This design comes from an exercise in tuning for small area on the open sky130 flow, not from production work.
Function was checked by simulation only, so behaviour that the tests miss may differ from the original.

==> v24: inputs <==
## SortingNetwork
module SortingNetwork (
    input  wire [511:0] data_in,
    input  wire         clk,
    input  wire         ena,
    input  wire         rst,
    output wire [511:0] data_out,
    output wire         valid
    );
export LEC_CHECK = 0
export CAP_MARGIN = 0
export CORE_MARGIN = 2
export CORE_UTILIZATION = 60
export CTS_BUF_LIST = sky130_fd_sc_hd__clkbuf_4 sky130_fd_sc_hd__clkbuf_8
export SLEW_MARGIN = 0
export SYNTH_HIERARCHICAL = 1
create_clock -name core_clock -period 6.0 [get_ports {clk}]
standard.sh (not shown) runs the stock make flow with config.mk's settings and CLKGATE_MAP_FILE= SYNTH_SCRIPT=/design/flow/synth_recipe.tcl, a recipe that flattens the netlist after the stock synthesis.
==> flow/flow/run.sh <==
#!/bin/bash
# The standard layout (the standard.sh, unchanged synthesis and steps), with the
# port buffers made of the smallest buffer cell instead of the one ORFS picks by default.
export BUFFER_PORTS_ARGS="-buffer_cell sky130_fd_sc_hd__buf_1"
bash standard.sh > standard.log 2>&1
==> v39 (differences from v24) <==
--- a/flow/design.v
+++ b/flow/design.v
@@ -18,17 +18,14 @@
 endmodule
 module NODE_I (input gnh, input gnl, input pnh, input pnl, output g, output p);
     assign g = ~(gnh & (pnh | gnl));
     assign p = ~(pnh | pnl);
 endmodule
-module ROOT_P (input gh, input gl, input ph, output s);
+module ROOT_T (input gh, input gl, input ph, output s);
     assign s = gh | (ph & gl);
 endmodule
-module ROOT_N (input gh, input gl, input ph, output sn);
-    assign sn = ~(gh | (ph & gl));
-endmodule
-module CMP32 (input [31:0] x, input [31:0] y, output s, output sn);
+module CMP32 (input [31:0] x, input [31:0] y, output s);
     wire [7:0] G, P;
     wire [3:0] g1n, p1n;
     wire [1:0] g2, p2;
     genvar i;
     generate for (i = 0; i < 8; i = i + 1) begin : b
@@ -38,24 +35,25 @@
         NODE_T n(.gh(G[2*i+1]), .gl(G[2*i]), .ph(P[2*i+1]), .pl(P[2*i]), .gn(g1n[i]), .pn(p1n[i]));
     end endgenerate
     generate for (i = 0; i < 2; i = i + 1) begin : n2
         NODE_I n(.gnh(g1n[2*i+1]), .gnl(g1n[2*i]), .pnh(p1n[2*i+1]), .pnl(p1n[2*i]), .g(g2[i]), .p(p2[i]));
     end endgenerate
-    ROOT_P rp(.gh(g2[1]), .gl(g2[0]), .ph(p2[1]), .s(s));
-    ROOT_N rn(.gh(g2[1]), .gl(g2[0]), .ph(p2[1]), .sn(sn));
-endmodule
-module MUX64 (input [31:0] x, input [31:0] y, input s, input sn, output [31:0] lo_n, output [31:0] hi_n);
+    ROOT_T r(.gh(g2[1]), .gl(g2[0]), .ph(p2[1]), .s(s));
+endmodule
+module MUX64 (input [31:0] x, input [31:0] y, input s, output [31:0] lo_n, output [31:0] hi_n);
+    wire sn;
+    INV is(.a(s), .y(sn));
     genvar i;
     generate for (i = 0; i < 32; i = i + 1) begin : m
         O22AI ml(.a1(y[i]), .a2(sn), .b1(x[i]), .b2(s), .y(lo_n[i]));
         O22AI mh(.a1(x[i]), .a2(sn), .b1(y[i]), .b2(s), .y(hi_n[i]));
     end endgenerate
 endmodule
 module CAS_SAME (input [31:0] x, input [31:0] y, output [31:0] lo_n, output [31:0] hi_n);
-    wire s, sn;
-    CMP32 cmp(.x(x), .y(y), .s(s), .sn(sn));
-    MUX64 mux(.x(x), .y(y), .s(s), .sn(sn), .lo_n(lo_n), .hi_n(hi_n));
+    wire s;
+    CMP32 cmp(.x(x), .y(y), .s(s));
+    MUX64 mux(.x(x), .y(y), .s(s), .lo_n(lo_n), .hi_n(hi_n));
 endmodule
 module INV32 (input [31:0] a, output [31:0] y);
     genvar i;
     generate for (i = 0; i < 32; i = i + 1) begin : n
         INV n(.a(a[i]), .y(y[i]));
@@ -153,38 +151,38 @@
     CAS_SAME c4_8_10(.x(w3_8), .y(w3_10), .lo_n(w4_8), .hi_n(w4_10));
     wire [31:0] w4_9, w4_11;
     CAS_SAME c4_9_11(.x(w3_9), .y(w3_11), .lo_n(w4_9), .hi_n(w4_11));
     wire [31:0] w4_13, w4_14;
     CAS_SAME c4_13_14(.x(w3_13), .y(w3_14), .lo_n(w4_13), .hi_n(w4_14));
-    wire s5_1_4, s5_1_4n;
-    CMP32 k5_1_4(.x(w4_1), .y(w4_4), .s(s5_1_4), .sn(s5_1_4n));
-    wire s5_2_6, s5_2_6n;
-    CMP32 k5_2_6(.x(w4_2), .y(w4_6), .s(s5_2_6), .sn(s5_2_6n));
-    wire s5_5_8, s5_5_8n;
-    CMP32 k5_5_8(.x(w4_5), .y(w4_8), .s(s5_5_8), .sn(s5_5_8n));
-    wire s5_7_10, s5_7_10n;
-    CMP32 k5_7_10(.x(w4_7), .y(w4_10), .s(s5_7_10), .sn(s5_7_10n));
-    wire s5_9_13, s5_9_13n;
-    CMP32 k5_9_13(.x(w4_9), .y(w4_13), .s(s5_9_13), .sn(s5_9_13n));
-    wire s5_11_14, s5_11_14n;
-    CMP32 k5_11_14(.x(w4_11), .y(w4_14), .s(s5_11_14), .sn(s5_11_14n));
+    wire s5_1_4;
+    CMP32 k5_1_4(.x(w4_1), .y(w4_4), .s(s5_1_4));
+    wire s5_2_6;
+    CMP32 k5_2_6(.x(w4_2), .y(w4_6), .s(s5_2_6));
+    wire s5_5_8;
+    CMP32 k5_5_8(.x(w4_5), .y(w4_8), .s(s5_5_8));
+    wire s5_7_10;
+    CMP32 k5_7_10(.x(w4_7), .y(w4_10), .s(s5_7_10));
+    wire s5_9_13;
+    CMP32 k5_9_13(.x(w4_9), .y(w4_13), .s(s5_9_13));
+    wire s5_11_14;
+    CMP32 k5_11_14(.x(w4_11), .y(w4_14), .s(s5_11_14));
     reg [511:0] r1;   
     always @(posedge clk) if (ena) r1 <= {w3_15, w4_14, w4_13, w4_12, w4_11, w4_10, w4_9, w4_8, w4_7, w4_6, w4_5, w4_4, w4_3, w4_2, w4_1, w3_0};
-    reg [11:0] rs1;   
-    always @(posedge clk) if (ena) rs1 <= {s5_11_14n, s5_11_14, s5_9_13n, s5_9_13, s5_7_10n, s5_7_10, s5_5_8n, s5_5_8, s5_2_6n, s5_2_6, s5_1_4n, s5_1_4};
+    reg [5:0] rs1;   
+    always @(posedge clk) if (ena) rs1 <= {s5_11_14, s5_9_13, s5_7_10, s5_5_8, s5_2_6, s5_1_4};
     wire [31:0] w5_1, w5_4;
-    MUX64 m5_1_4(.x(r1[63:32]), .y(r1[159:128]), .s(rs1[0]), .sn(rs1[1]), .lo_n(w5_4), .hi_n(w5_1));
+    MUX64 m5_1_4(.x(r1[63:32]), .y(r1[159:128]), .s(rs1[0]), .lo_n(w5_4), .hi_n(w5_1));
     wire [31:0] w5_2, w5_6;
-    MUX64 m5_2_6(.x(r1[95:64]), .y(r1[223:192]), .s(rs1[2]), .sn(rs1[3]), .lo_n(w5_6), .hi_n(w5_2));
+    MUX64 m5_2_6(.x(r1[95:64]), .y(r1[223:192]), .s(rs1[1]), .lo_n(w5_6), .hi_n(w5_2));
     wire [31:0] w5_5, w5_8;
-    MUX64 m5_5_8(.x(r1[191:160]), .y(r1[287:256]), .s(rs1[4]), .sn(rs1[5]), .lo_n(w5_8), .hi_n(w5_5));
+    MUX64 m5_5_8(.x(r1[191:160]), .y(r1[287:256]), .s(rs1[2]), .lo_n(w5_8), .hi_n(w5_5));
     wire [31:0] w5_7, w5_10;
-    MUX64 m5_7_10(.x(r1[255:224]), .y(r1[351:320]), .s(rs1[6]), .sn(rs1[7]), .lo_n(w5_10), .hi_n(w5_7));
+    MUX64 m5_7_10(.x(r1[255:224]), .y(r1[351:320]), .s(rs1[3]), .lo_n(w5_10), .hi_n(w5_7));
     wire [31:0] w5_9, w5_13;
-    MUX64 m5_9_13(.x(r1[319:288]), .y(r1[447:416]), .s(rs1[8]), .sn(rs1[9]), .lo_n(w5_13), .hi_n(w5_9));
+    MUX64 m5_9_13(.x(r1[319:288]), .y(r1[447:416]), .s(rs1[4]), .lo_n(w5_13), .hi_n(w5_9));
     wire [31:0] w5_11, w5_14;
-    MUX64 m5_11_14(.x(r1[383:352]), .y(r1[479:448]), .s(rs1[10]), .sn(rs1[11]), .lo_n(w5_14), .hi_n(w5_11));
+    MUX64 m5_11_14(.x(r1[383:352]), .y(r1[479:448]), .s(rs1[5]), .lo_n(w5_14), .hi_n(w5_11));
     wire [31:0] t6_3;
     INV32 it6_3(.a(r1[127:96]), .y(t6_3));
     wire [31:0] t6_12;
     INV32 it6_12(.a(r1[415:384]), .y(t6_12));
     wire [31:0] w6_2, w6_4;
@@ -209,34 +207,34 @@
     CAS_SAME c7_6_8(.x(t7_6), .y(w5_8), .lo_n(w7_6), .hi_n(w7_8));
     wire [31:0] w7_7, w7_9;
     CAS_SAME c7_7_9(.x(w5_7), .y(t7_9), .lo_n(w7_7), .hi_n(w7_9));
     wire [31:0] w7_10, w7_12;
     CAS_SAME c7_10_12(.x(w5_10), .y(t7_12), .lo_n(w7_10), .hi_n(w7_12));
-    wire s8_3_4, s8_3_4n;
-    CMP32 k8_3_4(.x(w7_3), .y(w6_4), .s(s8_3_4), .sn(s8_3_4n));
-    wire s8_5_6, s8_5_6n;
-    CMP32 k8_5_6(.x(w7_5), .y(w7_6), .s(s8_5_6), .sn(s8_5_6n));
-    wire s8_7_8, s8_7_8n;
-    CMP32 k8_7_8(.x(w7_7), .y(w7_8), .s(s8_7_8), .sn(s8_7_8n));
-    wire s8_9_10, s8_9_10n;
-    CMP32 k8_9_10(.x(w7_9), .y(w7_10), .s(s8_9_10), .sn(s8_9_10n));
-    wire s8_11_12, s8_11_12n;
-    CMP32 k8_11_12(.x(w6_11), .y(w7_12), .s(s8_11_12), .sn(s8_11_12n));
+    wire s8_3_4;
+    CMP32 k8_3_4(.x(w7_3), .y(w6_4), .s(s8_3_4));
+    wire s8_5_6;
+    CMP32 k8_5_6(.x(w7_5), .y(w7_6), .s(s8_5_6));
+    wire s8_7_8;
+    CMP32 k8_7_8(.x(w7_7), .y(w7_8), .s(s8_7_8));
+    wire s8_9_10;
+    CMP32 k8_9_10(.x(w7_9), .y(w7_10), .s(s8_9_10));
+    wire s8_11_12;
+    CMP32 k8_11_12(.x(w6_11), .y(w7_12), .s(s8_11_12));
     reg [511:0] r2;   
     always @(posedge clk) if (ena) r2 <= {r1[511:480], w5_14, w6_13, w7_12, w6_11, w7_10, w7_9, w7_8, w7_7, w7_6, w7_5, w6_4, w7_3, w6_2, w5_1, r1[31:0]};
-    reg [9:0] rs2;   
-    always @(posedge clk) if (ena) rs2 <= {s8_11_12n, s8_11_12, s8_9_10n, s8_9_10, s8_7_8n, s8_7_8, s8_5_6n, s8_5_6, s8_3_4n, s8_3_4};
+    reg [4:0] rs2;   
+    always @(posedge clk) if (ena) rs2 <= {s8_11_12, s8_9_10, s8_7_8, s8_5_6, s8_3_4};
     wire [31:0] w8_3, w8_4;
-    MUX64 m8_3_4(.x(r2[127:96]), .y(r2[159:128]), .s(rs2[0]), .sn(rs2[1]), .lo_n(w8_4), .hi_n(w8_3));
+    MUX64 m8_3_4(.x(r2[127:96]), .y(r2[159:128]), .s(rs2[0]), .lo_n(w8_4), .hi_n(w8_3));
     wire [31:0] w8_5, w8_6;
-    MUX64 m8_5_6(.x(r2[191:160]), .y(r2[223:192]), .s(rs2[2]), .sn(rs2[3]), .lo_n(w8_6), .hi_n(w8_5));
+    MUX64 m8_5_6(.x(r2[191:160]), .y(r2[223:192]), .s(rs2[1]), .lo_n(w8_6), .hi_n(w8_5));
     wire [31:0] w8_7, w8_8;
-    MUX64 m8_7_8(.x(r2[255:224]), .y(r2[287:256]), .s(rs2[4]), .sn(rs2[5]), .lo_n(w8_8), .hi_n(w8_7));
+    MUX64 m8_7_8(.x(r2[255:224]), .y(r2[287:256]), .s(rs2[2]), .lo_n(w8_8), .hi_n(w8_7));
     wire [31:0] w8_9, w8_10;
-    MUX64 m8_9_10(.x(r2[319:288]), .y(r2[351:320]), .s(rs2[6]), .sn(rs2[7]), .lo_n(w8_10), .hi_n(w8_9));
+    MUX64 m8_9_10(.x(r2[319:288]), .y(r2[351:320]), .s(rs2[3]), .lo_n(w8_10), .hi_n(w8_9));
     wire [31:0] w8_11, w8_12;
-    MUX64 m8_11_12(.x(r2[383:352]), .y(r2[415:384]), .s(rs2[8]), .sn(rs2[9]), .lo_n(w8_12), .hi_n(w8_11));
+    MUX64 m8_11_12(.x(r2[383:352]), .y(r2[415:384]), .s(rs2[4]), .lo_n(w8_12), .hi_n(w8_11));
     wire [31:0] w9_6, w9_7;
     CAS_SAME c9_6_7(.x(w8_6), .y(w8_7), .lo_n(w9_6), .hi_n(w9_7));
     wire [31:0] w9_8, w9_9;
     CAS_SAME c9_8_9(.x(w8_8), .y(w8_9), .lo_n(w9_8), .hi_n(w9_9));
     wire [31:0] o2;
==> flow/flow/run.sh (replaced) <==
#!/bin/bash
# The standard layout (the standard.sh, unchanged synthesis and steps), with the
# port buffers made of the smallest buffer cell instead of the one ORFS picks by default,
# and ORFS's power recovery (downsizing gates off the critical paths) after global routing.
export BUFFER_PORTS_ARGS="-buffer_cell sky130_fd_sc_hd__buf_1"
export RECOVER_POWER=100
bash standard.sh > standard.log 2>&1
Settings changed: CORE_UTILIZATION 60 to 70, CTS_BUF_LIST sky130_fd_sc_hd__clkbuf_4 sky130_fd_sc_hd__clkbuf_8 to not set, PLACE_DENSITY set to 0.8.
==> notes.md <==
Fail Step=global routing (5_1_grt); first-pass GRT wire length=1,070,000 um; CTS Buf Count=154; H-tree depth=4; Post-Place Cells=16.7k; Avg Inst Size Synth=approximately 9.7 sq um; Root Driver=clkbuf_16; Die X=400 um; CTS sink cnt=1,550; vias in the first global route=between 100k and 150k; status=aborted with a tool error; stop err=[ERROR GRT-0116] Global routing finished with congestion. Check the congestion regions in the DRC Viewer.; largest net degree at the start of global routing=161; met2 usage=100%
(the above is from v39)
==> notes.md <==
status=aborted with a tool error; Fail Step=global routing (5_1_grt); stop err=[ERROR GRT-0116] Global routing finished with congestion. Check the congestion regions in the DRC Viewer.; first-pass GRT wire length=846,000 um; Root Driver=clkbuf_8; Die X=433 um; CTS Buf Count=280
(the above is from v24)
